This design comes from an exercise in tuning for small area on the open sky130 flow, not from production work.
Where RTL was checked, it was by simulation tests only, not by an equivalence proof against the original.

==> 11-23: inputs <==
// fir
module fir #(parameter DWIDTH = 16)
(
  input clk,
  input rstn,
  input signed [DWIDTH-1:0] i_data,
  output signed [(2*DWIDTH)-1:0] o_data
);
clock: 8.0 ns
lec_check: 0
cap_margin: 20
core_margin: 2
core_utilization: 55
slew_margin: 20
synth_hierarchical: 1
synth_minimum_keep_size: 0
standard.sh (not shown) runs the stock make flow with config.mk's settings and CLKGATE_MAP_FILE= SYNTH_SCRIPT=/design/flow/synth_recipe.tcl, a recipe that flattens the netlist after the stock synthesis.
==> flow/flow/run.sh <==
#!/bin/bash
set -euo pipefail
cd "$(dirname "$0")/.."
export CTS_ARGS="-sink_clustering_enable -repair_clock_nets -dont_use_dummy_load -sink_clustering_size 18 -sink_clustering_max_diameter 70 -buf_list {sky130_fd_sc_hd__clkbuf_8}"
export BUFFER_PORTS_ARGS="-buffer_cell sky130_fd_sc_hd__buf_1"
bash standard.sh > flow_make.log 2>&1
==> 08-02: changes against 11-23 <==
--- a/flow/design.v
+++ b/flow/design.v
@@ -796,17 +796,17 @@
 wire b_s482, b_c483;
 fir_fa u_b_s482 (.a(b_c139), .b(b_s158), .c(b_c481), .s(b_s482), .co(b_c483));
 wire b_s484, b_c485;
 fir_ha u_b_s484 (.a(b_s180), .b(b_c483), .s(b_s484), .co(b_c485));
 wire b_s486, b_c487;
 fir_ha u_b_s486 (.a(b_s202), .b(b_c485), .s(b_s486), .co(b_c487));
 wire b_s488, b_c489;
-fir_ha u_b_s488 (.a(b_c203), .b(b_s224), .s(b_s488), .co(b_c489));
+fir_fa u_b_s488 (.a(b_s224), .b(b_c203), .c(b_c487), .s(b_s488), .co(b_c489));
 wire b_s490, b_c491;
-fir_ha u_b_s490 (.a(b_c225), .b(b_s246), .s(b_s490), .co(b_c491));
+fir_fa u_b_s490 (.a(b_s246), .b(b_c225), .c(b_c489), .s(b_s490), .co(b_c491));
 wire b_s492, b_c493;
 fir_ha u_b_s492 (.a(b_c247), .b(b_s268), .s(b_s492), .co(b_c493));
 wire b_s494, b_c495;
 fir_ha u_b_s494 (.a(b_c269), .b(b_s290), .s(b_s494), .co(b_c495));
 wire b_s496, b_c497;
 fir_ha u_b_s496 (.a(b_c429), .b(b_s438), .s(b_s496), .co(b_c497));
 wire b_s498, b_c499;
@@ -815,88 +815,80 @@
 fir_ha u_b_s500 (.a(b_c447), .b(b_s452), .s(b_s500), .co(b_c501));
 wire b_s502, b_c503;
 fir_ha u_b_s502 (.a(b_c453), .b(b_s456), .s(b_s502), .co(b_c503));
 wire b_s504, b_c505;
 fir_ha u_b_s504 (.a(b_c457), .b(b_s458), .s(b_s504), .co(b_c505));
 wire b_s506, b_c507;
 fir_ha u_b_s506 (.a(b_n38), .b(b_c459), .s(b_s506), .co(b_c507));
-wire b_g508 = b_c489 | (b_s488 & b_c487);
-wire b_g509 = b_c491 | (b_s490 & b_g508);
-wire b_p510 = b_s490 & b_s488;
-wire b_g511 = b_c495 | (b_s494 & b_c493);
-wire b_p512 = b_s494 & b_s492;
-wire b_g513 = 1'b0 | (b_s338 & 1'b0);
-wire b_p514 = b_s338 & b_s314;
-wire b_g515 = 1'b0 | (b_s380 & 1'b0);
-wire b_p516 = b_s380 & b_s360;
-wire b_g517 = 1'b0 | (b_s414 & 1'b0);
-wire b_p518 = b_s414 & b_s398;
-wire b_g519 = b_c497 | (b_s496 & 1'b0);
-wire b_p520 = b_s496 & b_s428;
-wire b_g521 = b_c501 | (b_s500 & b_c499);
-wire b_p522 = b_s500 & b_s498;
-wire b_g523 = b_c505 | (b_s504 & b_c503);
-wire b_p524 = b_s504 & b_s502;
-wire b_g525 = 1'b0 | (1'b1 & b_c507);
-wire b_p526 = 1'b1 & b_s506;
-wire b_g527 = b_g511 | (b_p512 & b_g509);
-wire b_p528 = b_p512 & b_p510;
-wire b_g529 = b_g515 | (b_p516 & b_g513);
-wire b_p530 = b_p516 & b_p514;
-wire b_g531 = b_g519 | (b_p520 & b_g517);
-wire b_p532 = b_p520 & b_p518;
-wire b_g533 = b_g523 | (b_p524 & b_g521);
-wire b_p534 = b_p524 & b_p522;
-wire b_g535 = b_g529 | (b_p530 & b_g527);
-wire b_p536 = b_p530 & b_p528;
-wire b_g537 = b_g533 | (b_p534 & b_g531);
-wire b_p538 = b_p534 & b_p532;
-wire b_g539 = b_g537 | (b_p538 & b_g535);
-wire b_p540 = b_p538 & b_p536;
-wire b_g541 = b_g531 | (b_p532 & b_g535);
-wire b_p542 = b_p532 & b_p536;
-wire b_g543 = b_g513 | (b_p514 & b_g527);
-wire b_p544 = b_p514 & b_p528;
-wire b_g545 = b_g517 | (b_p518 & b_g535);
-wire b_p546 = b_p518 & b_p536;
-wire b_g547 = b_g521 | (b_p522 & b_g541);
-wire b_p548 = b_p522 & b_p542;
-wire b_g549 = b_g525 | (b_p526 & b_g539);
-wire b_p550 = b_p526 & b_p540;
-wire b_g551 = b_c493 | (b_s492 & b_g509);
-wire b_p552 = b_s492 & b_p510;
-wire b_g553 = 1'b0 | (b_s314 & b_g527);
-wire b_p554 = b_s314 & b_p528;
-wire b_g555 = 1'b0 | (b_s360 & b_g543);
-wire b_p556 = b_s360 & b_p544;
-wire b_g557 = 1'b0 | (b_s398 & b_g535);
-wire b_p558 = b_s398 & b_p536;
-wire b_g559 = 1'b0 | (b_s428 & b_g545);
-wire b_p560 = b_s428 & b_p546;
-wire b_g561 = b_c499 | (b_s498 & b_g541);
-wire b_p562 = b_s498 & b_p542;
-wire b_g563 = b_c503 | (b_s502 & b_g547);
-wire b_p564 = b_s502 & b_p548;
-wire b_g565 = b_c507 | (b_s506 & b_g539);
-wire b_p566 = b_s506 & b_p540;
-wire b_z567 = b_s488 ^ b_c487;
-wire b_z568 = b_s490 ^ b_g508;
-wire b_z569 = b_s492 ^ b_g509;
-wire b_z570 = b_s494 ^ b_g551;
-wire b_z571 = b_s314 ^ b_g527;
-wire b_z572 = b_s338 ^ b_g553;
-wire b_z573 = b_s360 ^ b_g543;
-wire b_z574 = b_s380 ^ b_g555;
-wire b_z575 = b_s398 ^ b_g535;
-wire b_z576 = b_s414 ^ b_g557;
-wire b_z577 = b_s428 ^ b_g545;
-wire b_z578 = b_s496 ^ b_g559;
-wire b_z579 = b_s498 ^ b_g541;
-wire b_z580 = b_s500 ^ b_g561;
-wire b_z581 = b_s502 ^ b_g547;
-wire b_z582 = b_s504 ^ b_g563;
-wire b_z583 = b_s506 ^ b_g539;
-wire b_z584 = 1'b1 ^ b_g565;
-wire [31:0] sum = {b_z584, b_z583, b_z582, b_z581, b_z580, b_z579, b_z578, b_z577, b_z576, b_z575, b_z574, b_z573, b_z572, b_z571, b_z570, b_z569, b_z568, b_z567, b_s486, b_s484, b_s482, b_s480, b_s478, b_s476, b_s474, b_s472, b_s470, b_s468, b_s466, b_s464, b_s462, b_s460};
+wire b_g508 = b_c493 | (b_s492 & b_c491);
+wire b_g509 = b_c495 | (b_s494 & b_g508);
+wire b_p510 = b_s494 & b_s492;
+wire b_g511 = 1'b0 | (b_s338 & 1'b0);
+wire b_p512 = b_s338 & b_s314;
+wire b_g513 = 1'b0 | (b_s380 & 1'b0);
+wire b_p514 = b_s380 & b_s360;
+wire b_g515 = 1'b0 | (b_s414 & 1'b0);
+wire b_p516 = b_s414 & b_s398;
+wire b_g517 = b_c497 | (b_s496 & 1'b0);
+wire b_p518 = b_s496 & b_s428;
+wire b_g519 = b_c501 | (b_s500 & b_c499);
+wire b_p520 = b_s500 & b_s498;
+wire b_g521 = b_c505 | (b_s504 & b_c503);
+wire b_p522 = b_s504 & b_s502;
+wire b_g523 = 1'b0 | (1'b1 & b_c507);
+wire b_p524 = 1'b1 & b_s506;
+wire b_g525 = b_g511 | (b_p512 & b_g509);
+wire b_p526 = b_p512 & b_p510;
+wire b_g527 = b_g515 | (b_p516 & b_g513);
+wire b_p528 = b_p516 & b_p514;
+wire b_g529 = b_g519 | (b_p520 & b_g517);
+wire b_p530 = b_p520 & b_p518;
+wire b_g531 = b_g523 | (b_p524 & b_g521);
+wire b_p532 = b_p524 & b_p522;
+wire b_g533 = b_g527 | (b_p528 & b_g525);
+wire b_p534 = b_p528 & b_p526;
+wire b_g535 = b_g531 | (b_p532 & b_g529);
+wire b_p536 = b_p532 & b_p530;
+wire b_g537 = b_g535 | (b_p536 & b_g533);
+wire b_p538 = b_p536 & b_p534;
+wire b_g539 = b_g529 | (b_p530 & b_g533);
+wire b_p540 = b_p530 & b_p534;
+wire b_g541 = b_g513 | (b_p514 & b_g525);
+wire b_p542 = b_p514 & b_p526;
+wire b_g543 = b_g517 | (b_p518 & b_g533);
+wire b_p544 = b_p518 & b_p534;
+wire b_g545 = b_g521 | (b_p522 & b_g539);
+wire b_p546 = b_p522 & b_p540;
+wire b_g547 = 1'b0 | (b_s314 & b_g509);
+wire b_p548 = b_s314 & b_p510;
+wire b_g549 = 1'b0 | (b_s360 & b_g525);
+wire b_p550 = b_s360 & b_p526;
+wire b_g551 = 1'b0 | (b_s398 & b_g541);
+wire b_p552 = b_s398 & b_p542;
+wire b_g553 = 1'b0 | (b_s428 & b_g533);
+wire b_p554 = b_s428 & b_p534;
+wire b_g555 = b_c499 | (b_s498 & b_g543);
+wire b_p556 = b_s498 & b_p544;
+wire b_g557 = b_c503 | (b_s502 & b_g539);
+wire b_p558 = b_s502 & b_p540;
+wire b_g559 = b_c507 | (b_s506 & b_g545);
+wire b_p560 = b_s506 & b_p546;
+wire b_z561 = b_s492 ^ b_c491;
+wire b_z562 = b_s494 ^ b_g508;
+wire b_z563 = b_s314 ^ b_g509;
+wire b_z564 = b_s338 ^ b_g547;
+wire b_z565 = b_s360 ^ b_g525;
+wire b_z566 = b_s380 ^ b_g549;
+wire b_z567 = b_s398 ^ b_g541;
+wire b_z568 = b_s414 ^ b_g551;
+wire b_z569 = b_s428 ^ b_g533;
+wire b_z570 = b_s496 ^ b_g553;
+wire b_z571 = b_s498 ^ b_g543;
+wire b_z572 = b_s500 ^ b_g555;
+wire b_z573 = b_s502 ^ b_g539;
+wire b_z574 = b_s504 ^ b_g557;
+wire b_z575 = b_s506 ^ b_g545;
+wire b_z576 = 1'b1 ^ b_g559;
+wire [31:0] sum = {b_z576, b_z575, b_z574, b_z573, b_z572, b_z571, b_z570, b_z569, b_z568, b_z567, b_z566, b_z565, b_z564, b_z563, b_z562, b_z561, b_s490, b_s488, b_s486, b_s484, b_s482, b_s480, b_s478, b_s476, b_s474, b_s472, b_s470, b_s468, b_s466, b_s464, b_s462, b_s460};
 always @(posedge clk) acc <= sum & {32{rstn && v14}};
 assign o_data = acc;
 endmodule
CORE_UTILIZATION = 40   (was 55)
==> flow_summary.json <==
{
  "result_of_the_run": "timing/DRC/antenna clean",
  "signal_buffers": 92,
  "grt_pass1_wl_mm": 51.9,
  "timing.rr.end": "x6[18]",
  "syn2layout_area_growth_pct": 8.48,
  "rsz0062_at_grt": "false",
  "fin_hold_ws_ps": 314,
  "synth_top_cell_area_share_pct": 56.6,
  "post_synth_and_or_nand_nor_area_fraction_pct": 4.65
}
That was 11-23.
==> flow_summary.json <==
{
  "signal_buffers": 105,
  "crit-reg2reg-launch": "d[14][0]",
  "syn2layout_area_growth_pct": 10.3,
  "synth_top_cell_area_share_pct": 56.7,
  "drt_drc_violations_left": 0,
  "min_from": "d[2][1]",
  "result_of_the_run": "timing/DRC/antenna clean",
  "grt_pass1_wl_mm": 54.2,
  "nets": 1765,
  "fin_hold_ws_ps": 292,
  "cells_after_synth": 1246,
  "nonClockInverterCount": 118
}
That was 08-02.
No functional check of the RTL was part of 08-02.

what the ideal ports hide:
The results above use ideal ports. As a check the final layouts listed here were re-extracted and re-timed, cells and wires unchanged. Step 1, drivers: a clkbuf_16 drives clk and a buf_2 each remaining input, both assumed. Step 2 adds t to the input delays and takes it off the output delays; t is the mean of the earliest and latest rising clock arrival at the registers after step 1. Input paths then give back, and output paths get back, about the clock's delay inside the block. Slacks: no drivers / after step 1 / after step 2; pairs: no drivers / after step 1.
| run | t, ns | slack for setup (ns) | hold slack, ns | worst slew at a driven data input, ns |
|---|---|---|---|---|
| 11-23 | 0.621 | 0.252 / 0.252 / 0.252 | 0.314 / 0.314 / 0.314 | 0.03 |
| 08-02 | 0.629 | 0.222 / 0.222 / 0.222 | 0.292 / 0.292 / 0.292 | 0.03 |
After both steps every run listed still meets setup and hold.
